This design comes from an exercise in tuning for small area on the open sky130 flow, not from production work. Function was checked by simulation only, so behaviour that the tests miss may differ from the original.

==> flow/design.v <==
module FFT(
    input                   clk,
    input                   rst_n,
    input                   valid_i,
    input signed [10:0]     x_r,
    output                  finish,
    output signed [16:0]    answer
);
    function [15:0] w32;     
        input [3:0] i;
        case (i)
            4'd0:  w32 = {8'b01000000, 8'b00000000};
            4'd1:  w32 = {8'b00111110, 8'b11110011};
            4'd2:  w32 = {8'b00111011, 8'b11100111};
            4'd3:  w32 = {8'b00110101, 8'b11011100};
            4'd4:  w32 = {8'b00101101, 8'b11010010};
            4'd5:  w32 = {8'b00100011, 8'b11001010};
            4'd6:  w32 = {8'b00011000, 8'b11000100};
            4'd7:  w32 = {8'b00001100, 8'b11000001};
            4'd8:  w32 = {8'b00000000, 8'b11000000};
            4'd9:  w32 = {8'b11110011, 8'b11000001};
            4'd10: w32 = {8'b11100111, 8'b11000100};
            4'd11: w32 = {8'b11011100, 8'b11001010};
            4'd12: w32 = {8'b11010010, 8'b11010010};
            4'd13: w32 = {8'b11001010, 8'b11011100};
            4'd14: w32 = {8'b11000100, 8'b11100111};
            default: w32 = {8'b11000001, 8'b11110011};
        endcase
    endfunction
    function [15:0] w16;     
        input [2:0] i;
        case (i)
            3'd0: w16 = {8'b01000000, 8'b00000000};
            3'd1: w16 = {8'b00111011, 8'b11100111};
            3'd2: w16 = {8'b00101101, 8'b11010010};
            3'd3: w16 = {8'b00011000, 8'b11000100};
            3'd4: w16 = {8'b00000000, 8'b11000000};
            3'd5: w16 = {8'b11100111, 8'b11000100};
            3'd6: w16 = {8'b11010010, 8'b11010010};
            default: w16 = {8'b11000100, 8'b11100111};
        endcase
    endfunction
    function [15:0] w8;      
        input [1:0] i;
        case (i)
            2'd0: w8 = {8'b01000000, 8'b00000000};
            2'd1: w8 = {8'b00101101, 8'b11010010};
            2'd2: w8 = {8'b00000000, 8'b11000000};
            default: w8 = {8'b11010010, 8'b11010010};
        endcase
    endfunction
    reg [5:0] A;
    reg [5:0] P;
    reg [3:0] c2;
    reg [2:0] c3;
    reg [1:0] c4;
    reg       pass2;
    reg [6:0] C2;
    always @(posedge clk or negedge rst_n) begin
        if (!rst_n) begin
            A <= 6'd63;
        end else if (A == 6'd63) begin
            if (valid_i) A <= 6'd0;
        end else begin
            A <= A + 6'd1;
        end
    end
    always @(posedge clk) begin
        if (A == 6'd31) P <= 6'd0;
        else            P <= P + 6'd1;
        c2 <= P[3:0];
        c3 <= c2[2:0];
        c4 <= c3[1:0];
        pass2 <= P[5] ^ ~P[4];
    end
    always @(posedge clk or negedge rst_n) begin
        if (!rst_n)              C2 <= 7'd127;
        else if (A == 6'd50)     C2 <= 7'd0;
        else if (C2 != 7'd127)   C2 <= C2 + 7'd1;
    end
    assign finish = (C2 >= 7'd21) && (C2 <= 7'd84);
    reg [351:0] ring;
    wire [10:0] ring_last = ring[351:341];
    always @(posedge clk) begin
        ring <= {ring[340:0], (valid_i ? x_r : ring_last)};
    end
    wire signed [10:0] Q0 = ring[16*11 +: 11];
    wire signed [10:0] Q1 = ring[0 +: 11];
    wire g1 = ~P[4];
    wire signed [12:0] s1sum = {Q0[10], Q0[10], Q0} + {Q1[10], Q1[10], Q1};
    wire signed [11:0] d1 = {Q0[10], Q0} - {Q1[10], Q1};
    wire [15:0] W1 = w32(P[3:0]);
    wire signed [19:0] m1r = d1 * $signed(W1[15:8]);
    wire signed [19:0] m1i = d1 * $signed(W1[7:0]);
    reg  signed [13:0] s1_r, s1_i;
    always @(posedge clk) begin
        s1_r <= g1 ? {s1sum, 1'b0} : m1r[18:5];
        s1_i <= g1 ? 14'sd0 : m1i[18:5];
    end
    reg  [8*30-1:0] sr2;
    wire signed [14:0] b2r = sr2[8*30-1 -: 15];
    wire signed [14:0] b2i = sr2[8*30-16 -: 15];
    wire signed [14:0] a2r = {s1_r[13], s1_r};
    wire signed [14:0] a2i = {s1_i[13], s1_i};
    wire [15:0] W2 = w16(c2[2:0]);
    wire signed [22:0] m2a = b2r * $signed(W2[15:8]);
    wire signed [22:0] m2b = b2i * $signed(W2[7:0]);
    wire signed [22:0] m2c = b2r * $signed(W2[7:0]);
    wire signed [22:0] m2d = b2i * $signed(W2[15:8]);
    wire signed [23:0] t2r = m2a - m2b;
    wire signed [23:0] t2i = m2c + m2d;
    wire first2 = c2[3];
    wire [14:0] in2r = first2 ? b2r - a2r : a2r;
    wire [14:0] in2i = first2 ? b2i - a2i : a2i;
    reg  signed [14:0] s2_r, s2_i;
    always @(posedge clk) begin
        sr2 <= {sr2[7*30-1:0], in2r, in2i};
        s2_r <= first2 ? a2r + b2r : t2r[20:6];
        s2_i <= first2 ? a2i + b2i : t2i[20:6];
    end
    reg  [4*32-1:0] sr3;
    wire signed [15:0] b3r = sr3[4*32-1 -: 16];
    wire signed [15:0] b3i = sr3[4*32-17 -: 16];
    wire signed [15:0] a3r = {s2_r[14], s2_r};
    wire signed [15:0] a3i = {s2_i[14], s2_i};
    wire q3odd = c3[0];
    wire m3 = c3[1];
    wire signed [16:0] S3 = b3r + b3i;
    wire signed [16:0] D3 = b3i - b3r;
    wire signed [16:0] N3 = -S3;
    wire signed [16:0] k1in = m3 ? D3 : S3;
    wire signed [16:0] k2in = m3 ? N3 : D3;
    wire signed [19:0] k1x5 = {{3{k1in[16]}}, k1in} + {{1{k1in[16]}}, k1in, 2'b00};
    wire signed [22:0] k1 = {{3{k1x5[19]}}, k1x5} + {k1x5, 3'b000};
    wire signed [19:0] k2x5 = {{3{k2in[16]}}, k2in} + {{1{k2in[16]}}, k2in, 2'b00};
    wire signed [22:0] k2 = {{3{k2x5[19]}}, k2x5} + {k2x5, 3'b000};
    wire signed [16:0] o1 = m3 ? D3 : {b3i[15], b3i};
    wire signed [16:0] o2 = m3 ? N3 : ~{b3r[15], b3r};
    wire signed [22:0] p3r = k1 + {{6{o1[16]}}, o1};
    wire signed [22:0] p3i = k2 + {{6{o2[16]}}, o2} + {22'd0, ~m3};
    wire signed [15:0] nb3r = -b3r;
    wire signed [15:0] t3r = q3odd ? p3r[21:6] : (m3 ? b3i : b3r);
    wire signed [15:0] t3i = q3odd ? p3i[21:6] : (m3 ? nb3r : b3i);
    wire first3 = c3[2];
    wire [15:0] in3r = first3 ? b3r - a3r : a3r;
    wire [15:0] in3i = first3 ? b3i - a3i : a3i;
    reg  signed [15:0] s3_r, s3_i;
    always @(posedge clk) begin
        sr3 <= {sr3[3*32-1:0], in3r, in3i};
        s3_r <= first3 ? a3r + b3r : t3r;
        s3_i <= first3 ? a3i + b3i : t3i;
    end
    reg  [2*34-1:0] sr4;
    wire signed [16:0] b4r = sr4[2*34-1 -: 17];
    wire signed [16:0] b4i = sr4[2*34-18 -: 17];
    wire signed [16:0] a4r = {s3_r[15], s3_r};
    wire signed [16:0] a4i = {s3_i[15], s3_i};
    wire first4 = c4[1];
    wire [16:0] y4a = pass2 ? a4i : a4r;
    wire [16:0] y4b = pass2 ? b4i : b4r;
    wire [16:0] y4s = pass2 ? (c4[0] ? -b4r : b4i) : (c4[0] ? b4i : b4r);
    wire [16:0] y = first4 ? y4a + y4b : y4s;
    wire [16:0] in4r = first4 ? b4r - a4r : a4r;
    wire [16:0] in4i = first4 ? b4i - a4i : a4i;
    always @(posedge clk) begin
        sr4 <= {sr4[34-1:0], in4r, in4i};
    end
    reg [16:0] sr5, zreg;
    wire first5 = c4[0];
    always @(posedge clk) begin
        sr5  <= first5 ? sr5 - y : y;
        zreg <= first5 ? sr5 + y : sr5;
    end
    wire [4:0] tp1 = C2[4:0];
    wire [4:0] tp2 = C2[4:0] + 5'd17;
    wire sel1 = tp1[4] & ~tp1[0];
    wire sel2 = tp2[3] & ~tp2[1];
    reg [15*17-1:0] bf1;
    reg [6*17-1:0]  bf2;
    wire [16:0] bf1_out = bf1[15*17-1 -: 17];
    wire [16:0] bf2_out = bf2[6*17-1 -: 17];
    wire [16:0] u2 = sel1 ? zreg : bf1_out;
    always @(posedge clk) begin
        bf1 <= {bf1[14*17-1:0], (sel1 ? bf1_out : zreg)};
        bf2 <= {bf2[5*17-1:0], (sel2 ? bf2_out : u2)};
    end
    assign answer = sel2 ? u2 : bf2_out;
endmodule
==> flow/run.sh <==
#!/bin/bash
# synth_recipe.tcl (not shown) runs the flow's synth.tcl, then flattens the netlist and writes it again
# the make line also repeats each setting of config.mk as NAME=value (left out here)
make -C /OpenROAD-flow-scripts/flow DESIGN_CONFIG=/design/flow/config.mk WORK_HOME=/design/flow/orfs CLKGATE_MAP_FILE= SYNTH_SCRIPT=/design/flow/synth_recipe.tcl finish
==> flow/config.mk <==
export PLATFORM = sky130hd
export DESIGN_NAME = FFT
export DESIGN_NICKNAME = FFT
export VERILOG_FILES = /design/flow/design.v
export SDC_FILE = /design/flow/constraint.sdc
export NUM_CORES = 4
export LEC_CHECK = 0
export CAP_MARGIN = 20
export CORE_MARGIN = 2
export CORE_UTILIZATION = 60
export CTS_BUF_LIST = sky130_fd_sc_hd__clkbuf_4 sky130_fd_sc_hd__clkbuf_8
export SLEW_MARGIN = 20
==> flow/constraint.sdc <==
create_clock -name core_clock -period 10.0 [get_ports {clk}]
set_input_delay 2.0000 -clock core_clock [delete_from_list [all_inputs] [get_ports {clk}]]
set_output_delay 2.0000 -clock core_clock [all_outputs]
set_load 0.01 [all_outputs]
==> flow_summary.ini, run 1 <==
[setup_path]
crit_path_max_fanout = 26
required_ns = 10.76
crit_start = c2[1]
end_kind = flop
endpoint = s2_i[13]
critPathKind = flop to flop
r2r_end = s2_i[13]
critPathArrivalTime_ns = 9.41
crit-reg2reg-launch = c2[1]
r2r_cells = 21
r2r_slack_ns = 1.35
critPathLaunchType = flop

[timing]
finalMaxSlewViolations = 0
hold_viol_final = 0
rsz0062_at_grt = no
fin_crit_sh_pct = 86.5
clock.fmax_mhz = 116
max_slew.worst_pin.slew_ns = 1.01
clock_skew_ns = 0.0548
finalSetupTns_ns = 0
setup_slack_ns = 1.35
slew_headroom_pct = 31.2
fin_crit_ns = 8.65
finalSetupViolCount = 0

[synth]
synth_flop_cell = dfxtp_1
avgSynthCellArea_um2 = 9.99
ys_seq_area_share_pct = 37.9
ys_warn_count = 1
synth_cell_types = 88
syn_nets = 8140
ys_seq_elements = 1313
synth-edff-count = 0
async_flop_share_pct = 0.990
syn_inst = 6969
synth_area_um2 = 69600

[placement]
gp_congestion = 0.933
pre_cts_slack_ns = 1.34
numPortBuffers = 31
place_inst = 8316
dpl.hpwl_mm = 121

[drt]
wl_mm = 158
wire_per_inst_um = 18.3
ant_nets = 0
vias = 46200
viasPerCell = 5.33
drt_iter0_drc = 2750
route.detailed.drc = 0
dr.pass1.iters = 5

[die]
die_area_um2 = 119000
floorplan.die.width_um = 345
core_area_um2 = 115000
start_util_pct = 60.7
ios = 32
dieHeight_um = 345
placementRows = 124

[global_routing]
grt_pass1_wl_mm = 253
antenna_found_initial = 8
grt_pass1_vias = 47100
grt_start_max_net_pins = 85
gr-total-overflow = 0
grt_usage_pct = 27.4

[cts]
cts_hold_buf = 0
path_clk_slew_ns = 0.06
cts_buffer_depth = 3
cts_setup_buffers = 0
cts_num_sinks = 1313
cts_tree = built
clock-root-buffer = clkbuf_8
insertion_delay_ns = 0.92
htree_levels = 4
cts.repair.resized = 0
cts_buffers = 194

[layout]
finalNetCount = 8171
syn2layout_area_growth_pct = 8.72
drive_gt1_share_pct = 7.60
final_util_pct = 66.0
finalNonFillerCells = 8657
nFillCells = 9189

[worst_hold_path]
hp-class = flop to flop

[status]
status = complete, no violations

[flow_run]
drv_cap = 0
[sequential cells by signal, summed over array words and instances (netlist names), 6 cells and up]
signal,count
A,6
C2,7
P,6
W1,15
bf1,255
bf2,102
ring,352
s1_i,14
s1_r,14
s2_i,15
s2_r,15
s3_i,16
s3_r,16
sr2,240
sr3,128
sr4,68
sr5,17
zreg,17
[layer usage]
| metal | track usage [%] | part of all wire, % | vias up |
|---|---|---|---|
| met1 | 37.2 | 46 | 22300 |
| met5 | 0 | 0.015 | - |
| met3 | 6.37 | 6.5 | 264 |
| met2 | 42.7 | 44 | 1115 |
| met4 | 10.2 | 3.5 | 4 |
| li1 | - | - | 22500 |
[area by class of cell]
type / instances / area, um^2 / area share [%]
Multi-Input combinational cell: 4443 / 38800 / 51.2
Sequential cell: 1313 / 26400 / 34.9
Inverter: 972 / 3650 / 4.82
Clock buffer: 280 / 3530 / 4.67
Tap cell: 1512 / 1890 / 2.50
Clock inverter: 58 / 812 / 1.07
Timing Repair Buffer: 76 / 648 / 0.856
Antenna cell: 3 / 7.51 / 0.00992
[worst min path at each step]
stage,start,end,slack (ns),cells past startpoint
4_1_cts,sr4[7],sr4[41],0.29,0
3_3_place_gp,sr3[48],sr3[80],0.31,0
2_1_floorplan,bf1[83],bf1[100],0.31,0
3_5_place_dp,ring[172],ring[183],0.31,0
6_report,sr4[7],sr4[41],0.30,0
5_1_grt,sr4[7],sr4[41],0.29,0
[cell usage after synthesis, types with 14 or more instances]
cell type	number	area (um^2)
mux2i_1	83	831
nand2b_1	58	363
fa_1	590	11800
and2_1	208	1300
nand2_1	519	1950
nand3_1	98	490
nor3_1	94	470
o21bai_1	48	360
a21boi_0	16	120
mux2_2	55	619
ha_1	567	7090
a211oi_1	62	465
buf_1	21	78.8
nor2b_1	105	657
xor2_1	90	788
or2_2	45	282
a21o_1	53	398
nor3b_1	14	105
nor2_1	393	1480
o21a_1	39	293
nor4_1	18	113
and3_1	60	375
a21oi_1	342	1710
xnor2_1	299	2620
or3_1	44	275
a31oi_1	23	144
o211ai_1	24	180
clkbuf_1	218	818
dfxtp_1	1300	26000
inv_1	968	3630
o21ai_0	259	1300
o31ai_1	20	150
[critical path, stage by stage, from the launching register on]
cell and delay [ns]:
dfxtp_1 0.49, nor2_1 0.61, nand2_1 0.65, nand2_1 1.00, nand2_1 0.19, fa_1 0.57
fa_1 0.43, fa_1 0.47, fa_1 0.49, inv_1 0.05, fa_1 0.47, inv_1 0.05
fa_1 0.47, inv_1 0.04, ha_1 0.32, and3_1 0.18, a211oi_1 0.54, a31oi_1 0.30
a211o_1 0.39, a31o_2 0.29, xor2_1 0.14, a221o_1 0.35
[cell usage in the layout (no fill, tap or decap), drive strengths merged, types with 31 or more instances in the layout]
cell and count:
and3 60, and2 209, nand2 519, fa 590, o21a 39, inv 978, or3 44, a211oi 62
buf 45, or2 45, o21bai 49, nand2b 58, nor3 94, nor2 393, clkinv 37, ha 567
clkdlybuf4s50 31, mux2 56, clkbuf 280, a21oi 344, mux2i 83, nor2b 105, dfxtp 1300, a21o 53
o21ai 262, nand3 98, xor2 90, xnor2 301
[stage by stage]
step                      area [um^2]  hold WS [ns]
after global routing            75700         0.295
after detailed placement        71300         0.312
after CTS                       75700         0.293
final                           75700         0.298
after global placement          71300         0.310
after floorplan                 69600         0.310
[kinds of logic (layout without fill, tap and decap cells)]
| kind of cell | count (synthesis) | in the layout | synth area share [%] |
|---|---|---|---|
| AND/OR/NAND/NOR | 1710 | 1710 | 11.9 |
| flip-flops | 1313 | 1313 | 37.9 |
| buffers and inverters | 1213 | 1386 | 6.55 |
| adder cells (fa/ha/maj) | 1157 | 1157 | 27.2 |
| AO/OA/AOI/OAI | 1044 | 1044 | 9.37 |
| XOR/XNOR | 393 | 393 | 5.01 |
| multiplexers | 139 | 139 | 2.10 |
| other | 0 | 3 | 0 |
==> run 2: changes to the inputs <==
--- a/flow/config.mk
+++ b/flow/config.mk
@@ -7,6 +7,5 @@
 export LEC_CHECK = 0
 export CAP_MARGIN = 20
 export CORE_MARGIN = 2
-export CORE_UTILIZATION = 60
-export CTS_BUF_LIST = sky130_fd_sc_hd__clkbuf_4 sky130_fd_sc_hd__clkbuf_8
+export CORE_UTILIZATION = 40
 export SLEW_MARGIN = 20
==> run 2 against run 1 <==
  * Critical path depth increased by 2
  * Global-route usage down 9.1 points
  * Via count down 0.57%
  * Critical endpoint unchanged
  * Register-to-register slack gained 0.05 ns
  * Non-clock buffer count rose by 6
  * Area after synthesis did not move
==> flow_summary.ini, run 2 <==
[timing]
setup_slack_ns = 1.40
finalSetupTns_ns = 0
hold_viol_final = 0
fin_crit_ns = 8.60
fin_crit_sh_pct = 86.0
clock_skew_ns = 0.0457
slew_headroom_pct = 29.8
finalSetupViolCount = 0
max_slew.worst_pin.slew_ns = 1.05
rsz0062_at_grt = no
fin_hold_ws_ns = 0.296
clock.fmax_mhz = 116
finalMaxSlewViolations = 0

[synth]
post-synth-top-count-cell = dfxtp_1
synthTopCellsByCount = dfxtp_1 (1,300), inv_1 (968), fa_1 (590), ha_1 (567), nand2_1 (519)
ys_seq_elements = 1313
avgSynthCellArea_um2 = 9.99
ys_seq_area_share_pct = 37.9
synth-edff-count = 0
synth_flop_cell = dfxtp_1
async_flop_share_pct = 0.990
synth_cell_types = 88
syn_nets = 8140
synth_area_um2 = 69600
synthTopCellsByArea = dfxtp_1 (37%), fa_1 (17%), ha_1 (10%)
yosysTopAreaCell = dfxtp_1
synth_top_area_share_pct = 37.4
ys_warn_count = 1
syn_inst = 6969

[layout]
final_common_cell = dfxtp_1
largest_register_ffs = 352
finalNetCount = 8102
nFillCells = 16600
drive_gt1_share_pct = 5.76
regMostFlops = ring
finalNonFillerCells = 9358
syn2layout_area_growth_pct = 9.89
final_cell_mix = dfxtp_1 (1,293), inv_1 (968), fa_1 (590), ha_1 (567), nand2_1 (519)
reg.largest.list = ring x352, bf1 x255, sr2 x240

[worst_hold_path]
hold_depth = 0
hp-class = flop to flop

[flow_run]
drv_cap = 0

[die]
ios = 32
die_area_um2 = 177000
placementRows = 153
floorplan.die.width_um = 421
core_area_um2 = 173000
dieHeight_um = 421
start_util_pct = 40.1

[setup_path]
critPathKind = flop to flop
critPathMaxStageDelay_ns = 0.95
worst_path_max_delay_cell = dfxtp_1
path_common_cell = fa_1
crit_family = adder cells
required_ns = 10.64
critPathLaunchType = flop
end_kind = flop
crit_chain = clkinv_1 > nand2_1 > nor2_1 > a21o_1 > and2_1 > fa_1 > inv_1 > fa_1 > fa_1 > fa_1 > inv_1 > fa_1 > inv_1 > fa_1 > inv_1 > ha_1 > and3_1 > a211oi_1 > a31oi_1 > a211o_1 > a31o_2 > xor2_1 > a221o_1
cp_num_buf_inv = 5
critPathArrivalTime_ns = 9.24
r2r_cells = 23
crit_path_max_fanout = 24
crit_cells = 23

[placement]
pre_cts_slack_ns = 1.44
dpl.hpwl_mm = 124
numPortBuffers = 31
gp_congestion = 0.907
place_inst = 9135

[cts]
cts_num_sinks = 1313
htree_levels = 3
cts_tree = built
cts.repair.resized = 0
path_clk_slew_ns = 0.08
cts_setup_buffers = 0
cts_buffer_depth = 3
cts_hold_buf = 0
insertion_delay_ns = 0.75
clock-root-buffer = clkbuf_16
cts_buffers = 119

[drt]
vias = 45900
dr.pass1.iters = 7
ant_nets = 0
route.detailed.drc = 0
wl_mm = 162
drt_iter0_drc = 2698
wire_per_inst_um = 17.3
viasPerCell = 4.91

[global_routing]
grt_start_max_net_pins = 88
grt_pass1_wl_mm = 258
grt_pass1_vias = 46600
gr-total-overflow = 0
grt_usage_pct = 18.3
antenna_found_initial = 2

[status]
status = complete, no violations
[run 2: changes by cell type in the layout (fill, tap and decap cells not counted), sizes merged]
cell,change
clkinv,-4
buf,+6
diode,-1
clkbuf,-116
bufinv,+2
inv,-2
clkinvlp,+3
[run 2: stage by stage]
step / area (um^2) / utilization (%)
2_1_floorplan: 69600 / -
3_3_place_gp: 72400 / 41.7
3_5_place_dp: 72400 / 41.7
4_1_cts: 76500 / 44.1
5_1_grt: 76500 / 44.1
6_report: 76500 / 44.1
[run 2: metal layers]
layer  track usage, %  part of all wire (%)
met5                0                     0
met1             26.0                    48
met2             28.7                    44
met4             5.74                   3.1
met3             2.48                   4.3
[run 2: worst register-to-register path, stage by stage (launching register included)]
cell and delay, ns:
dfxtp_1 0.95, clkinv_1 0.53, nand2_1 0.36, nor2_1 0.12, a21o_1 0.59, and2_1 0.38
fa_1 0.43, inv_1 0.08, fa_1 0.43, fa_1 0.47, fa_1 0.52, inv_1 0.05
fa_1 0.48, inv_1 0.05, fa_1 0.48, inv_1 0.04, ha_1 0.32, and3_1 0.18
a211oi_1 0.54, a31oi_1 0.33, a211o_1 0.39, a31o_2 0.28, xor2_1 0.14, a221o_1 0.34
[run 2: path summary, 6_finish.rpt]
| path | startpoint | to | slack (ns) |
|---|---|---|---|
| worst max-delay path | c2[0] | s2_i[13] | 1.40 |
| worst min-delay path | sr3[48] | sr3[80] | 0.30 |
| worst max register to register | c2[0] | s2_i[13] | 1.40 |
| worst min register to register | sr3[48] | sr3[80] | 0.30 |
| max in group asynchronous | rst_n | A[0] | 7.93 |
| min in group asynchronous | rst_n | A[4] | 2.04 |
[run 2: logic make-up after synthesis]
logic type	after synthesis	share of synthesized area, %
multiplexers	139	2.10
adder cells (fa/ha/maj)	1157	27.2
buffers and inverters	1213	6.55
flip-flops	1313	37.9
AND/OR/NAND/NOR	1710	11.9
AO/OA/AOI/OAI	1044	9.37
XOR/XNOR	393	5.01
[run 2: layout make-up]
cell class | instances | area, um^2 | area share (%)
diodes | 2 | 5.00 | 0.00654
clock buffers | 164 | 3350 | 4.38
repair buffers | 82 | 693 | 0.906
inverters | 972 | 3650 | 4.77
multi-input cells | 4443 | 38700 | 50.6
flip-flops and latches | 1313 | 26400 | 34.5
well taps | 2325 | 2910 | 3.80
clock inverters | 57 | 771 | 1.01
==> run 3: changes to the inputs <==
--- a/flow/design.v
+++ b/flow/design.v
@@ -54,6 +54,7 @@
     reg [3:0] c2;
     reg [2:0] c3;
     reg [1:0] c4;
+    reg       c5;
     reg       pass2;
     reg [6:0] C2;
     always @(posedge clk or negedge rst_n) begin
@@ -66,11 +67,12 @@
         end
     end
     always @(posedge clk) begin
-        if (A == 6'd31) P <= 6'd0;
+        if (A == 6'd29) P <= 6'd63;
         else            P <= P + 6'd1;
         c2 <= P[3:0];
         c3 <= c2[2:0];
         c4 <= c3[1:0];
+        c5 <= c4[0];
         pass2 <= P[5] ^ ~P[4];
     end
     always @(posedge clk or negedge rst_n) begin
@@ -84,17 +86,24 @@
     always @(posedge clk) begin
         ring <= {ring[340:0], (valid_i ? x_r : ring_last)};
     end
-    wire signed [10:0] Q0 = ring[16*11 +: 11];
-    wire signed [10:0] Q1 = ring[0 +: 11];
+    wire signed [10:0] Q0 = ring[14*11 +: 11];
+    wire signed [10:0] Q1 = ring[30*11 +: 11];
+    wire [5:0] Pn = P + 6'd1;
+    wire gn = ~Pn[4];
+    wire [12:0] q0e = {Q0[10], Q0[10], Q0};
+    wire [12:0] q1e = {Q1[10], Q1[10], Q1} ^ {13{~gn}};
+    wire [12:0] dsum;
+    rca #(13) add_d (.a(q0e), .b(q1e), .ci(~gn), .s(dsum));
+    reg  [12:0] dreg;
+    always @(posedge clk) dreg <= dsum;
     wire g1 = ~P[4];
-    wire signed [12:0] s1sum = {Q0[10], Q0[10], Q0} + {Q1[10], Q1[10], Q1};
-    wire signed [11:0] d1 = {Q0[10], Q0} - {Q1[10], Q1};
+    wire signed [11:0] d1 = dreg[11:0];
     wire [15:0] W1 = w32(P[3:0]);
     wire signed [19:0] m1r = d1 * $signed(W1[15:8]);
     wire signed [19:0] m1i = d1 * $signed(W1[7:0]);
     reg  signed [13:0] s1_r, s1_i;
     always @(posedge clk) begin
-        s1_r <= g1 ? {s1sum, 1'b0} : m1r[18:5];
+        s1_r <= g1 ? {dreg, 1'b0} : m1r[18:5];
         s1_i <= g1 ? 14'sd0 : m1i[18:5];
     end
     reg  [8*30-1:0] sr2;
@@ -110,13 +119,18 @@
     wire signed [23:0] t2r = m2a - m2b;
     wire signed [23:0] t2i = m2c + m2d;
     wire first2 = c2[3];
-    wire [14:0] in2r = first2 ? b2r - a2r : a2r;
-    wire [14:0] in2i = first2 ? b2i - a2i : a2i;
+    wire [14:0] g2r, g2i, h2r, h2i;
+    rca #(15) ag2r (.a(a2r), .b(b2r), .ci(1'b0), .s(g2r));
+    rca #(15) ag2i (.a(a2i), .b(b2i), .ci(1'b0), .s(g2i));
+    rca #(15) ah2r (.a(b2r), .b(~a2r), .ci(1'b1), .s(h2r));
+    rca #(15) ah2i (.a(b2i), .b(~a2i), .ci(1'b1), .s(h2i));
+    wire [14:0] in2r = first2 ? h2r : a2r;
+    wire [14:0] in2i = first2 ? h2i : a2i;
     reg  signed [14:0] s2_r, s2_i;
     always @(posedge clk) begin
         sr2 <= {sr2[7*30-1:0], in2r, in2i};
-        s2_r <= first2 ? a2r + b2r : t2r[20:6];
-        s2_i <= first2 ? a2i + b2i : t2i[20:6];
+        s2_r <= first2 ? g2r : t2r[20:6];
+        s2_i <= first2 ? g2i : t2i[20:6];
     end
     reg  [4*32-1:0] sr3;
     wire signed [15:0] b3r = sr3[4*32-1 -: 16];
@@ -138,17 +152,21 @@
     wire signed [16:0] o2 = m3 ? N3 : ~{b3r[15], b3r};
     wire signed [22:0] p3r = k1 + {{6{o1[16]}}, o1};
     wire signed [22:0] p3i = k2 + {{6{o2[16]}}, o2} + {22'd0, ~m3};
-    wire signed [15:0] nb3r = -b3r;
-    wire signed [15:0] t3r = q3odd ? p3r[21:6] : (m3 ? b3i : b3r);
-    wire signed [15:0] t3i = q3odd ? p3i[21:6] : (m3 ? nb3r : b3i);
     wire first3 = c3[2];
-    wire [15:0] in3r = first3 ? b3r - a3r : a3r;
-    wire [15:0] in3i = first3 ? b3i - a3i : a3i;
+    wire [15:0] g3r, g3i, h3r, h3i;
+    rca #(16) ag3r (.a(a3r), .b(b3r), .ci(1'b0), .s(g3r));
+    rca #(16) ag3i (.a(a3i), .b(b3i), .ci(1'b0), .s(g3i));
+    rca #(16) ah3r (.a(first3 ? b3r : 16'd0), .b(first3 ? ~a3r : ~b3r), .ci(1'b1), .s(h3r));
+    rca #(16) ah3i (.a(b3i), .b(~a3i), .ci(1'b1), .s(h3i));
+    wire [15:0] t3r = q3odd ? p3r[21:6] : (m3 ? b3i : b3r);
+    wire [15:0] t3i = q3odd ? p3i[21:6] : (m3 ? h3r : b3i);
+    wire [15:0] in3r = first3 ? h3r : a3r;
+    wire [15:0] in3i = first3 ? h3i : a3i;
     reg  signed [15:0] s3_r, s3_i;
     always @(posedge clk) begin
         sr3 <= {sr3[3*32-1:0], in3r, in3i};
-        s3_r <= first3 ? a3r + b3r : t3r;
-        s3_i <= first3 ? a3i + b3i : t3i;
+        s3_r <= first3 ? g3r : t3r;
+        s3_i <= first3 ? g3i : t3i;
     end
     reg  [2*34-1:0] sr4;
     wire signed [16:0] b4r = sr4[2*34-1 -: 17];
@@ -156,20 +174,29 @@
     wire signed [16:0] a4r = {s3_r[15], s3_r};
     wire signed [16:0] a4i = {s3_i[15], s3_i};
     wire first4 = c4[1];
-    wire [16:0] y4a = pass2 ? a4i : a4r;
-    wire [16:0] y4b = pass2 ? b4i : b4r;
-    wire [16:0] y4s = pass2 ? (c4[0] ? -b4r : b4i) : (c4[0] ? b4i : b4r);
-    wire [16:0] y = first4 ? y4a + y4b : y4s;
-    wire [16:0] in4r = first4 ? b4r - a4r : a4r;
-    wire [16:0] in4i = first4 ? b4i - a4i : a4i;
+    wire neg4 = ~first4 & pass2 & c4[0];
+    wire [16:0] y4a = first4 ? (pass2 ? a4i : a4r) : 17'd0;
+    wire [16:0] y4b = first4 ? (pass2 ? b4i : b4r)
+                    : (pass2 ? (c4[0] ? ~b4r : b4i) : (c4[0] ? b4i : b4r));
+    wire [16:0] y4, h4r, h4i;
+    rca #(17) ay4  (.a(y4a), .b(y4b), .ci(neg4), .s(y4));
+    reg  [16:0] y;
+    always @(posedge clk) y <= y4;
+    rca #(17) ah4r (.a(b4r), .b(~a4r), .ci(1'b1), .s(h4r));
+    rca #(17) ah4i (.a(b4i), .b(~a4i), .ci(1'b1), .s(h4i));
+    wire [16:0] in4r = first4 ? h4r : a4r;
+    wire [16:0] in4i = first4 ? h4i : a4i;
     always @(posedge clk) begin
         sr4 <= {sr4[34-1:0], in4r, in4i};
     end
     reg [16:0] sr5, zreg;
-    wire first5 = c4[0];
-    always @(posedge clk) begin
-        sr5  <= first5 ? sr5 - y : y;
-        zreg <= first5 ? sr5 + y : sr5;
+    wire first5 = c5;
+    wire [16:0] g5, h5;
+    rca #(17) ag5 (.a(sr5), .b(y), .ci(1'b0), .s(g5));
+    rca #(17) ah5 (.a(sr5), .b(~y), .ci(1'b1), .s(h5));
+    always @(posedge clk) begin
+        sr5  <= first5 ? h5 : y;
+        zreg <= first5 ? g5 : sr5;
     end
     wire [4:0] tp1 = C2[4:0];
     wire [4:0] tp2 = C2[4:0] + 5'd17;
@@ -186,3 +213,19 @@
     end
     assign answer = sel2 ? u2 : bf2_out;
 endmodule
+module rca #(parameter W = 8) (
+    input  [W-1:0] a,
+    input  [W-1:0] b,
+    input          ci,
+    output [W-1:0] s
+);
+    wire [W:0] c;
+    assign c[0] = ci;
+    genvar k;
+    generate
+        for (k = 0; k < W; k = k + 1) begin : bit_
+            assign s[k]   = a[k] ^ b[k] ^ c[k];
+            assign c[k+1] = (a[k] & b[k]) | (a[k] & c[k]) | (b[k] & c[k]);
+        end
+    endgenerate
+endmodule
==> run 3 against run 2 <==
  * Register-to-register slack lost 0.44 ns
  * Final cell count shrank 13%
  * Fmax shrank 4.9%
  * Critical endpoint is now y[16]
  * Routed wire length shrank 15%
  * Largest cell class unchanged
  * Non-clock buffer count shrank 13
  * Critical path depth is the same
  * Sequential cell count grew 30
  * Still clean on timing, DRC and antenna
==> flow_summary.ini, run 3 <==
[synth]
ys_seq_area_share_pct = 41.9
yosysTopAreaCell = dfxtp_1
ys_warn_count = 1
synthTopCellsByArea = dfxtp_1 (41%), fa_1 (24%), ha_1 (7.0%)
avgSynthCellArea_um2 = 10.9
async_flop_share_pct = 0.968
syn_nets = 7054
ys_seq_elements = 1343
synthTopCellsByCount = dfxtp_1 (1,330), inv_1 (877), fa_1 (772), nand2_1 (480), nor2_1 (422)
synth-edff-count = 0
synth_flop_cell = dfxtp_1
syn_inst = 5910
synth_area_um2 = 64300
synth_cell_types = 89
synth_top_area_share_pct = 41.4
post-synth-top-count-cell = dfxtp_1

[setup_path]
end_kind = flop
r2r_cells = 23
critPathKind = flop to flop
crit_path_max_fanout = 16
r2r_end = y[16]
critPathLaunchType = flop
crit-reg2reg-launch = c4[0]
r2r_slack_ns = 0.96
critPathArrivalTime_ns = 9.75
required_ns = 10.71

[cts]
cts_tree = built
insertion_delay_ns = 0.79
cts_buffers = 133
htree_levels = 4
clock-root-buffer = clkbuf_16
cts_num_sinks = 1343
path_clk_slew_ns = 0.07
cts_buffer_depth = 3
cts.repair.resized = 0
cts_setup_buffers = 0
cts_hold_buf = 0

[layout]
final_cell_mix = dfxtp_1 (1,324), inv_1 (877), fa_1 (772), nand2_1 (479), nor2_1 (422)
syn2layout_area_growth_pct = 11.1
final_common_cell = dfxtp_1
reg.largest.list = ring x352, bf1 x255, sr2 x240
largest_register_ffs = 352
regMostFlops = ring
finalNetCount = 7056
final_util_pct = 44.7
nFillCells = 14900
drive_gt1_share_pct = 6.43

[drt]
vias = 38600
wl_mm = 138
route.detailed.drc = 0
viasPerCell = 4.76
dr_wl_met3_mm = 8.35
wire_per_inst_um = 17.0
wl_met2_mm = 60.7
drt_iter0_drc = 2612
ant_nets = 0
wl_met1_mm = 65.0
dr.pass1.iters = 5
highest_layer = met4

[timing]
setup_slack_ns = 0.962
clock_skew_ns = 0.0597
finalMaxSlewViolations = 0
max_slew.worst_pin.slew_ns = 1.20
fin_crit_ns = 9.04
hold_viol_final = 0
finalSetupViolCount = 0
rsz0062_at_grt = no
finalSetupTns_ns = 0
fin_hold_ws_ns = 0.276
clock.fmax_mhz = 111
fin_crit_sh_pct = 90.4
slew_headroom_pct = 19.6

[global_routing]
antenna_found_initial = 8
grt_usage_pct = 17.5
grt_pass1_wl_mm = 222
grt_pass1_vias = 39600
grt_start_max_net_pins = 91
gr-total-overflow = 0

[status]
status = complete, no violations

[placement]
gp_congestion = 0.902
dpl.hpwl_mm = 106
pre_cts_slack_ns = 0.889
numPortBuffers = 31

[die]
dieHeight_um = 405
start_util_pct = 40.2
die_area_um2 = 164000
ios = 32
floorplan.die.width_um = 405
placementRows = 147
core_area_um2 = 160000

[worst_hold_path]
hold_depth = 0
worstHoldStart = sr3[20]
hp-class = flop to flop
min_to = sr3[52]

[flow_run]
drv_cap = 0
## run 3: routing by layer
layer  global-route usage, %  up-vias
li1                        -    18400
met5                       0        -
met1                    24.9    19000
met4                    5.59        0
met2                    26.7      973
met3                    3.41      214
## run 3: stage by stage
stage          instances  instance area, um^2
4_1_cts             8103                71400
3_5_place_dp        7863                66800
5_1_grt             8103                71400
6_report            8106                71500
3_3_place_gp        7863                66800
2_1_floorplan       5910                64300
## run 3: cell families after synthesis
family	count (synthesis)	synth area share (%)
xor gates and xnor gates	243	3.33
and+or+nand+nor	1268	8.77
buffers and inverters	1099	6.43
DFF	1343	41.9
muxes	103	1.71
AOI/OAI and AO/OA	724	6.81
adders and majority gates	1130	31.0
## run 3: worst max-delay path by stage
stage / slack [ns] / startpoint / depth (start not counted) / to
after floorplan: 1.06 / c4[0] / 25 / y[16]
after global placement: 0.79 / c4[0] / 23 / y[16]
after detailed placement: 0.89 / c4[0] / 23 / y[16]
after CTS: 0.86 / c4[0] / 23 / y[16]
after global routing: 0.52 / c4[0] / 23 / y[16]
final: 0.96 / c4[0] / 23 / y[16]
## run 3: final cells by class
class,count,area [um^2],area share [%]
antenna,3,7.51,0.0105
clock inverter,68,946,1.32
clock buffer,172,3720,5.21
tap,2086,2610,3.65
timing repair buffer,69,596,0.834
multi-input combinational,3468,33200,46.5
inverter,897,3370,4.71
sequential,1343,27000,37.8
## run 3: worst max-delay path, cell delays in order, from the launching register on
cell     delay [ns]
dfxtp_1        0.31
nor2b_1        0.26
or2_2          0.35
o21ai_0        0.13
a21oi_1        0.16
a21oi_1        0.07
fa_1           0.42
fa_1           0.47
fa_1           0.47
fa_1           0.46
fa_1           0.46
fa_1           0.46
fa_1           0.46
fa_1           0.46
fa_1           0.46
fa_1           0.46
fa_1           0.46
fa_1           0.47
fa_1           0.46
fa_1           0.46
fa_1           0.47
fa_1           0.44
xnor2_1        0.21
xnor2_1        0.13
==> run 4: changes to the inputs <==
--- a/flow/design.v
+++ b/flow/design.v
@@ -109,16 +109,22 @@
     reg  [8*30-1:0] sr2;
     wire signed [14:0] b2r = sr2[8*30-1 -: 15];
     wire signed [14:0] b2i = sr2[8*30-16 -: 15];
+    wire signed [14:0] f2r = sr2[29:15];
+    wire signed [14:0] f2i = sr2[14:0];
     wire signed [14:0] a2r = {s1_r[13], s1_r};
     wire signed [14:0] a2i = {s1_i[13], s1_i};
-    wire [15:0] W2 = w16(c2[2:0]);
-    wire signed [22:0] m2a = b2r * $signed(W2[15:8]);
-    wire signed [22:0] m2b = b2i * $signed(W2[7:0]);
-    wire signed [22:0] m2c = b2r * $signed(W2[7:0]);
-    wire signed [22:0] m2d = b2i * $signed(W2[15:8]);
-    wire signed [23:0] t2r = m2a - m2b;
-    wire signed [23:0] t2i = m2c + m2d;
     wire first2 = c2[3];
+    wire imode = ~c2[3] & (c2[2:0] != 3'd0);
+    wire [2:0] widx = imode ? c2[2:0] : c2[2:0] - 3'd1;
+    wire [15:0] W2 = w16(widx);
+    wire signed [7:0] cu = imode ? W2[7:0] : W2[15:8];       
+    wire signed [7:0] cv = imode ? W2[15:8] : -W2[7:0];      
+    wire signed [14:0] ur = imode ? b2r : f2r;
+    wire signed [14:0] ui = imode ? b2i : f2i;
+    wire signed [22:0] m2a = ur * cu;
+    wire signed [22:0] m2b = ui * cv;
+    wire signed [23:0] t2 = m2a + m2b;
+    reg  [7*15-1:0] prl;
     wire [14:0] g2r, g2i, h2r, h2i;
     rca #(15) ag2r (.a(a2r), .b(b2r), .ci(1'b0), .s(g2r));
     rca #(15) ag2i (.a(a2i), .b(b2i), .ci(1'b0), .s(g2i));
@@ -129,8 +135,9 @@
     reg  signed [14:0] s2_r, s2_i;
     always @(posedge clk) begin
         sr2 <= {sr2[7*30-1:0], in2r, in2i};
-        s2_r <= first2 ? g2r : t2r[20:6];
-        s2_i <= first2 ? g2i : t2i[20:6];
+        prl <= {prl[6*15-1:0], t2[20:6]};
+        s2_r <= first2 ? g2r : prl[7*15-1 -: 15];
+        s2_i <= first2 ? g2i : (imode ? t2[20:6] : b2i);
     end
     reg  [4*32-1:0] sr3;
     wire signed [15:0] b3r = sr3[4*32-1 -: 16];
==> run 4 against run 3 <==
  * Sequential cell count increased by 105
  * Critical path depth is 6 higher
  * Hold slack improved by 0.019 ns
  * Non-clock buffer count shrank 3
  * Area after synthesis is 6.1% lower
  * Fmax grew 6.5%
  * Count of clock-buffer cells in the layout increased by 20
  * Synthesized cell count down 9.6%
  * Final cell count down 7.4%
  * Via count fell by 9.1%
  * Largest cell class is now flip-flops and latches
==> flow_summary.ini, run 4 <==
[status]
status = complete, no violations

[layout]
syn2layout_area_growth_pct = 12.0
drive_gt1_share_pct = 7.38
finalNetCount = 6249
largest_register_ffs = 352
final_cell_mix = dfxtp_1 (1,429), inv_1 (629), fa_1 (595), nor2_1 (392), nand2_1 (373)
final_common_cell = dfxtp_1
reg.largest.list = ring x352, bf1 x255, sr2 x240
regMostFlops = ring

[global_routing]
antenna_found_initial = 5
use_met3_pct = 2.90
gr-total-overflow = 0
grt_pass1_vias = 36300
grt.busiest_layer = met2
grt_start_max_net_pins = 106
met2_usage_pct = 25.8
grt_usage_pct = 16.7
met1_usage_pct = 23.0
grt_pass1_wl_mm = 200

[placement]
dpl.hpwl_mm = 94.5
gp_congestion = 0.893
numPortBuffers = 31

[setup_path]
r2r_end = s2_i[14]
crit_cells = 29
critPathArrivalTime_ns = 9.13
crit_family = adder cells
crit_start = c2[0]
crit-reg2reg-launch = c2[0]
required_ns = 10.64
cp_num_buf_inv = 7
worst_path_max_delay_cell = fa_1
crit_path_max_fanout = 31
critPathKind = flop to flop
critPathMaxStageDelay_ns = 0.55
r2r_slack_ns = 1.51
critPathLaunchType = flop
end_kind = flop
r2r_cells = 29
path_common_cell = fa_1
endpoint = s2_i[14]

[synth]
async_flop_share_pct = 0.898
ys_seq_area_share_pct = 48.2
synthTopCellsByArea = dfxtp_1 (48%), fa_1 (20%), ha_1 (5.5%)
synthSimpleGateAreaFrac_pct = 8.96
syn_nets = 6217
synth_flop_cell = dfxtp_1
ys_seq_elements = 1448
synth-compound-area-share_pct = 7.34
synth-edff-count = 0
syn_inst = 5345
synth_area_um2 = 60400
synth_cell_types = 91
muxShareOfSynthArea_pct = 1.94
synthAdderAreaFrac_pct = 25.2
synthTopCellsByCount = dfxtp_1 (1,435), inv_1 (629), fa_1 (595), nor2_1 (392), nand2_1 (374)
synth_top_family_by_area = adder cells
ys_warn_count = 1
synth_xor_area_share_pct = 3.30
avgSynthCellArea_um2 = 11.3
post-synth-top-count-cell = dfxtp_1
yosysTopAreaCell = dfxtp_1
synth_top_area_share_pct = 47.6

[die]
floorplan.die.width_um = 392
dieHeight_um = 392
core_area_um2 = 150000
ios = 32
placementRows = 142
die_area_um2 = 154000
start_util_pct = 40.3

[cts]
clock-root-buffer = clkbuf_16
path_clk_slew_ns = 0.07
cts_num_sinks = 1448
cts.repair.resized = 0
cts_hold_buf = 0
cts_buffers = 139
cts_tree = built
cts_setup_buffers = 0
insertion_delay_ns = 0.76
cts_buffer_depth = 3
htree_levels = 4

[flow_run]
drv_cap = 0

[drt]
ant_nets = 0
dr.pass1.iters = 6
drt_iter0_drc = 1943
vias = 35100
viasPerCell = 4.67
wl_mm = 124
wire_per_inst_um = 16.5
route.detailed.drc = 0

[timing]
fin_crit_sh_pct = 84.9
hold_viol_final = 0
finalSetupViolCount = 0
clock.fmax_mhz = 118
rsz0062_at_grt = no
max_slew.worst_pin.slew_ns = 1.03
clock_skew_ns = 0.0335
fin_crit_ns = 8.49
finalMaxSlewViolations = 0
finalSetupTns_ns = 0
slew_headroom_pct = 29.7

[worst_hold_path]
hp-class = flop to flop
-- run 4: cell count changes in the layout (fill, tap and decap cells not counted), moves of 20 or more --
cell | before | now
nand2_1 | 479 | 373
nor3_1 | 59 | 38
a21oi_1 | 310 | 290
nand2b_1 | 30 | 53
dfxtp_1 | 1324 | 1429
o21ai_0 | 166 | 142
fa_1 | 772 | 595
ha_1 | 358 | 263
a211oi_1 | 44 | 70
nor2_1 | 422 | 392
or2_2 | 8 | 30
inv_1 | 877 | 629
-- run 4: worst register-to-register path, delay by kind of cell, from the launching register on --
family          cells  cell delay (ns)
compound gates     10             2.56
flops               1             0.31
simple gates        3             0.52
fa+ha+maj           8             3.51
xor+xnor            1             0.12
buf+inv             7             1.39
-- run 4: how the worst min path moves through the flow --
stage	cells past startpoint	startpoint	endpoint
global route	0	ring[116]	ring[127]
floorplan	0	bf1[83]	bf1[100]
detailed placement	0	bf2[80]	bf2[97]
global placement	0	ring[208]	ring[219]
finish	0	sr3[20]	sr3[52]
CTS	0	bf1[125]	bf1[142]
-- run 4: routing by layer --
metal / vias up / part of all wire, % / wire, um
met3: 236 / 4.3 / 5380
met5: - / 0.021 / 26
met4: 6 / 4.1 / 5050
li1: 17000 / - / -
met2: 609 / 44 / 54500
met1: 17200 / 48 / 58900
-- run 4: final cells by class --
type                            instances  area, um^2
Antenna cell                            2        5.00
Clock buffer                          192        3920
Inverter                              635        2380
Timing Repair Buffer                   66         573
Tap cell                             2016        2520
Fill cell                           13800       82200
Sequential cell                      1448       29100
Multi-Input combinational cell       3087       28200
Clock inverter                         60         888
-- run 4: kinds of logic after synthesis --
group,after synthesis
AO/OA/AOI/OAI,722
XOR/XNOR,221
adder cells (fa/ha/maj),860
buffers and inverters,810
flip-flops,1448
multiplexers,106
AND/OR/NAND/NOR,1178
-- run 4: metrics by stage --
step           hold slack [ns]  setup slack, ns  instance area, um^2  utilization (%)  std cells
3_3_place_gp             0.310             1.51                62800             41.9       7252
5_1_grt                  0.302             1.04                67600             45.1       7504
4_1_cts                  0.293             1.47                67600             45.1       7504
6_report                 0.295             1.51                67600             45.1       7506
3_5_place_dp             0.312             1.47                62800             41.9       7252
2_1_floorplan            0.310             1.71                60400                -       5345
==> run 5: changes to the inputs <==
--- a/flow/config.mk
+++ b/flow/config.mk
@@ -8,4 +8,6 @@
 export CAP_MARGIN = 20
 export CORE_MARGIN = 2
 export CORE_UTILIZATION = 40
+export CTS_CLUSTER_DIAMETER = 100
+export CTS_CLUSTER_SIZE = 32
 export SLEW_MARGIN = 20
==> run 5 against run 4 <==
  * Via count is 2.1% lower
  * Final cell count is 2.3% lower
  * Synthesized cell count stayed put
  * Routed wire length is 2.1% lower
  * First-iteration DRC count is 5.4% higher
  * Still clean on timing, DRC and antenna
==> flow_summary.ini, run 5 <==
[timing]
finalSetupViolCount = 0
rsz0062_at_grt = no
slew_headroom_pct = 31.1
fin_crit_sh_pct = 86.0
finalSetupTns_ns = 0
clock.fmax_mhz = 116
setup_slack_ns = 1.40
max_slew.worst_pin.slew_ns = 1.03
fin_crit_ns = 8.60
finalMaxSlewViolations = 0
hold_viol_final = 0
clock_skew_ns = 0.0417

[drt]
route.detailed.drc = 0
dr.pass1.iters = 5
vias = 34400
viasPerCell = 4.69
wl_mm = 121
ant_nets = 0
wire_per_inst_um = 16.5
drt_iter0_drc = 2048

[setup_path]
path_common_cell = fa_1
worst_path_max_delay_cell = fa_1
crit_path_max_fanout = 31
critPathLaunchType = flop
end_kind = flop
critPathArrivalTime_ns = 9.20
critPathKind = flop to flop
required_ns = 10.60
r2r_cells = 29
critPathMaxStageDelay_ns = 0.55

[die]
floorplan.die.width_um = 392
core_area_um2 = 150000
placementRows = 142
ios = 32
dieHeight_um = 392
start_util_pct = 40.3
die_area_um2 = 154000

[cts]
clock-root-buffer = clkbuf_16
cts_buffer_depth = 3
htree_levels = 2
cts_buffers = 54
cts_hold_buf = 0
path_clk_slew_ns = 0.12
insertion_delay_ns = 0.71
cts_setup_buffers = 0
cts.repair.resized = 0
cts_tree = built
cts_num_sinks = 1448

[synth]
avgSynthCellArea_um2 = 11.3
syn_inst = 5345
ys_seq_elements = 1448
ys_warn_count = 1
syn_nets = 6217
synth_top_area_share_pct = 47.6
synth_top_family_by_area = adder cells
synth_xor_area_share_pct = 3.30
synthAdderAreaFrac_pct = 25.2
synth_flop_cell = dfxtp_1
synth_area_um2 = 60400
synthTopCellsByCount = dfxtp_1 (1,435), inv_1 (629), fa_1 (595), nor2_1 (392), nand2_1 (374)
synthSimpleGateAreaFrac_pct = 8.96
async_flop_share_pct = 0.898
yosysTopAreaCell = dfxtp_1
post-synth-top-count-cell = dfxtp_1
synth-edff-count = 0
muxShareOfSynthArea_pct = 1.94
synth-compound-area-share_pct = 7.34
synth_cell_types = 91
synthTopCellsByArea = dfxtp_1 (48%), fa_1 (20%), ha_1 (5.5%)
ys_seq_area_share_pct = 48.2

[layout]
regMostFlops = ring
syn2layout_area_growth_pct = 6.71
final_common_cell = dfxtp_1
final_util_pct = 43.0
nFillCells = 14100
drive_gt1_share_pct = 4.73
reg.largest.list = ring x352, bf1 x255, sr2 x240
finalNonFillerCells = 7330
final_cell_mix = dfxtp_1 (1,429), inv_1 (629), fa_1 (595), nor2_1 (392), nand2_1 (373)
finalNetCount = 6164
largest_register_ffs = 352

[global_routing]
antenna_found_initial = 1
grt_pass1_vias = 35100
grt_usage_pct = 16.2
gr-total-overflow = 0
grt_pass1_wl_mm = 196
grt_start_max_net_pins = 106

[worst_hold_path]
hold_depth = 0
hp-class = flop to flop

[placement]
place_inst = 7252
numPortBuffers = 31
pre_cts_slack_ns = 1.47
dpl.hpwl_mm = 94.5
gp_congestion = 0.893

[status]
status = complete, no violations

[flow_run]
drv_cap = 0
==> run 5: cell counts after synthesis <==
Identical to the previous run, type by type.
==> run 5: layout make-up <==
| type | count | area, um^2 | area share [%] |
|---|---|---|---|
| Sequential cell | 1448 | 29100 | 45.1 |
| Multi-Input combinational cell | 3087 | 28200 | 43.8 |
| Tap cell | 2016 | 2520 | 3.92 |
| Inverter | 635 | 2380 | 3.70 |
| Clock buffer | 62 | 1380 | 2.14 |
| Timing Repair Buffer | 66 | 573 | 0.890 |
| Clock inverter | 13 | 224 | 0.348 |
| Antenna cell | 3 | 7.51 | 0.0117 |
==> run 5: critical path, delay by kind of cell, from the launching register on <==
kind	cells	cell delay, ns
and+or+nand+nor	3	0.52
adders and majority gates	8	3.53
DFF	1	0.33
AOI/OAI and AO/OA	10	2.62
xor gates and xnor gates	1	0.12
buffers and inverters	7	1.40
==> run 5: kinds of logic after synthesis <==
family	Yosys count
DFF	1448
and+or+nand+nor	1178
adders and majority gates	860
buffers and inverters	810
AOI/OAI and AO/OA	722
xor gates and xnor gates	221
muxes	106
==> run 5: per-stage QoR <==
step / hold slack (ns) / area, um^2
3_3_place_gp: 0.310 / 62800
3_5_place_dp: 0.312 / 62800
6_report: 0.303 / 64400
5_1_grt: 0.304 / 64400
4_1_cts: 0.297 / 64400
2_1_floorplan: 0.310 / 60400
==> run 5: path summary, 6_finish.rpt <==
| kind | slack (ns) | from | endpoint |
|---|---|---|---|
| setup / recovery | 1.40 | c2[0] | s2_i[14] |
| hold / removal | 0.30 | prl[77] | prl[92] |
| setup reg to reg | 1.40 | c2[0] | s2_i[14] |
| hold reg to reg | 0.30 | prl[77] | prl[92] |
| max in group asynchronous | 7.86 | rst_n | C2[6] |
| min in group asynchronous | 2.10 | rst_n | A[0] |
==> run 5: routing by layer <==
layer	wire, um	track usage [%]
met1	59200	23.2
met2	54700	26.1
met4	3200	4.20
met5	0	0
met3	4120	1.69
==> run 6: changes to the inputs <==
--- a/flow/config.mk
+++ b/flow/config.mk
@@ -9,5 +9,5 @@
 export CORE_MARGIN = 2
 export CORE_UTILIZATION = 40
 export CTS_CLUSTER_DIAMETER = 100
-export CTS_CLUSTER_SIZE = 32
+export CTS_CLUSTER_SIZE = 25
 export SLEW_MARGIN = 20
==> run 6 against run 5 <==
  * Still clean
  * Synthesized cell count stayed put
  * Core utilization rose by 0.26 points
  * Count of clock-buffer cells in the layout is 16 higher
  * Global-route usage is 0.18 points higher
  * Final cell count up 0.23%
==> flow_summary.ini, run 6 <==
[synth]
synth_cell_types = 91
async_flop_share_pct = 0.898
ys_seq_area_share_pct = 48.2
synthAdderAreaFrac_pct = 25.2
synthSimpleGateAreaFrac_pct = 8.96
synth_top_area_share_pct = 47.6
avgSynthCellArea_um2 = 11.3
synth-edff-count = 0
ys_warn_count = 1
syn_inst = 5345
synth_flop_cell = dfxtp_1
synth-compound-area-share_pct = 7.34
synthTopCellsByArea = dfxtp_1 (48%), fa_1 (20%), ha_1 (5.5%)
yosysTopAreaCell = dfxtp_1
synth_top_family_by_area = adder cells
muxShareOfSynthArea_pct = 1.94
synth_xor_area_share_pct = 3.30
synth_area_um2 = 60400
post-synth-top-count-cell = dfxtp_1
ys_seq_elements = 1448
syn_nets = 6217
synthTopCellsByCount = dfxtp_1 (1,435), inv_1 (629), fa_1 (595), nor2_1 (392), nand2_1 (374)

[timing]
clock_skew_ns = 0.0420
fin_crit_ns = 8.50
setup_slack_ns = 1.50
rsz0062_at_grt = no
finalSetupTns_ns = 0
slew_headroom_pct = 29.3
fin_crit_sh_pct = 85.0
finalMaxSlewViolations = 0
finalSetupViolCount = 0
hold_viol_final = 0
clock.fmax_mhz = 118
max_slew.worst_pin.slew_ns = 1.03

[die]
ios = 32
floorplan.die.width_um = 392
placementRows = 142
start_util_pct = 40.3
dieHeight_um = 392
core_area_um2 = 150000
die_area_um2 = 154000

[drt]
viasPerCell = 4.69
ant_nets = 0
dr.pass1.iters = 5
route.detailed.drc = 0
vias = 34500
drt_iter0_drc = 1853
wl_mm = 122
wire_per_inst_um = 16.6

[placement]
gp_congestion = 0.893
place_inst = 7252
numPortBuffers = 31
pre_cts_slack_ns = 1.47
dpl.hpwl_mm = 94.5

[layout]
finalNetCount = 6180
largest_register_ffs = 352
reg.largest.list = ring x352, bf1 x255, sr2 x240
final_cell_mix = dfxtp_1 (1,429), inv_1 (629), fa_1 (595), nor2_1 (392), nand2_1 (373)
final_common_cell = dfxtp_1
syn2layout_area_growth_pct = 7.35
final_util_pct = 43.3
drive_gt1_share_pct = 5.03
regMostFlops = ring
finalNonFillerCells = 7347

[flow_run]
drv_cap = 0

[cts]
path_clk_slew_ns = 0.09
clock-root-buffer = clkbuf_16
cts_tree = built
cts_buffer_depth = 3
cts_buffers = 70
cts_hold_buf = 0
cts_num_sinks = 1448
insertion_delay_ns = 0.70
cts.repair.resized = 0
htree_levels = 3
cts_setup_buffers = 0

[setup_path]
critPathMaxStageDelay_ns = 0.55
critPathKind = flop to flop
worst_path_max_delay_cell = fa_1
r2r_end = s2_i[14]
crit_start = c2[0]
crit-reg2reg-launch = c2[0]
path_common_cell = fa_1
required_ns = 10.58
r2r_slack_ns = 1.50
critPathLaunchType = flop
critPathArrivalTime_ns = 9.08
crit_path_max_fanout = 31
end_kind = flop
endpoint = s2_i[14]
r2r_cells = 29

[global_routing]
antenna_found_initial = 2
grt_pass1_vias = 35400
gr-total-overflow = 0
grt_usage_pct = 16.4
grt_start_max_net_pins = 106
grt_pass1_wl_mm = 197

[worst_hold_path]
hp-class = flop to flop

[status]
status = complete, no violations
==> run 6: changes by cell type in the layout (fill, tap and decap cells not counted) <==
cell        delta
clkinv_16      -2
clkinv_2       +2
clkbuf_16     +16
clkinv_4       -1
clkinv_8       +2
clkinvlp_4     -1
inv_16         +1
==> run 6: worst min path at each step <==
stage	endpoint	cells past startpoint	from	slack, ns
after floorplan	bf1[100]	0	bf1[83]	0.31
after global placement	ring[219]	0	ring[208]	0.31
after detailed placement	bf2[97]	0	bf2[80]	0.31
after CTS	sr3[59]	0	sr3[27]	0.29
after global routing	sr3[58]	0	sr3[26]	0.30
final	sr3[59]	0	sr3[27]	0.29
==> run 6: kinds of logic after synthesis <==
group,count (synthesis)
XOR/XNOR,221
adder cells (fa/ha/maj),860
AND/OR/NAND/NOR,1178
buffers and inverters,810
multiplexers,106
flip-flops,1448
AO/OA/AOI/OAI,722
==> run 6: layout make-up <==
class	count	area, um^2
Fill cell	14100	85000
Sequential cell	1448	29100
Timing Repair Buffer	66	573
Clock inverter	14	210
Clock buffer	78	1780
Tap cell	2016	2520
Inverter	635	2380
Antenna cell	3	7.51
Multi-Input combinational cell	3087	28200
==> run 6: per-stage QoR <==
step | hold WS, ns | cell area [um^2]
after floorplan | 0.310 | 60400
after global placement | 0.310 | 62800
after detailed placement | 0.312 | 62800
after CTS | 0.293 | 64800
after global routing | 0.300 | 64800
final | 0.295 | 64800
==> run 6: worst max-delay path: cells and delay by family (launching register included) <==
| kind | cells | cell delay [ns] |
|---|---|---|
| AOI/OAI and AO/OA | 10 | 2.57 |
| buffers and inverters | 7 | 1.35 |
| and+or+nand+nor | 3 | 0.51 |
| DFF | 1 | 0.32 |
| adders and majority gates | 8 | 3.51 |
| xor gates and xnor gates | 1 | 0.12 |
==> run 6: routing by layer <==
metal / track usage [%] / wire, um
met1: 23.3 / 59500
met2: 26.1 / 54800
met3: 2.10 / 4020
met4: 4.73 / 3450
met5: 0 / 13

==> re-timing with driven ports <==
In the flow no input, the clock included, has a driving cell. The finished layouts below were timed again as built, in two steps.
Step 1 sets driving cells, clkbuf_16 on the clock port and buf_2 on the other inputs (assumed; they add their load-dependent delay and slew).
Step 2 also shifts input and output timing later by t, the mid clock arrival at the registers, as if the neighbouring blocks saw the same clock.
a / b / c = no drivers / after step 1 / after step 2; a / b = the first two.
| run | t, ns | setup WS [ns] | pins driven straight from the clock port |
|---|---|---|---|
| run 1 | 0.958 | 1.352 / 1.352 / 1.352 | 1 |
| run 2 | 0.808 | 1.402 / 1.402 / 1.402 | 1 |
| run 3 | 0.838 | 0.962 / 0.962 / 0.962 | 1 |
| run 4 | 0.817 | 1.512 / 1.512 / 1.512 | 1 |
| run 5 | 0.770 | 1.397 / 1.397 / 1.397 | 1 |
| run 6 | 0.753 | 1.504 / 1.504 / 1.504 | 1 |
After both steps setup and hold are still met in every run listed.
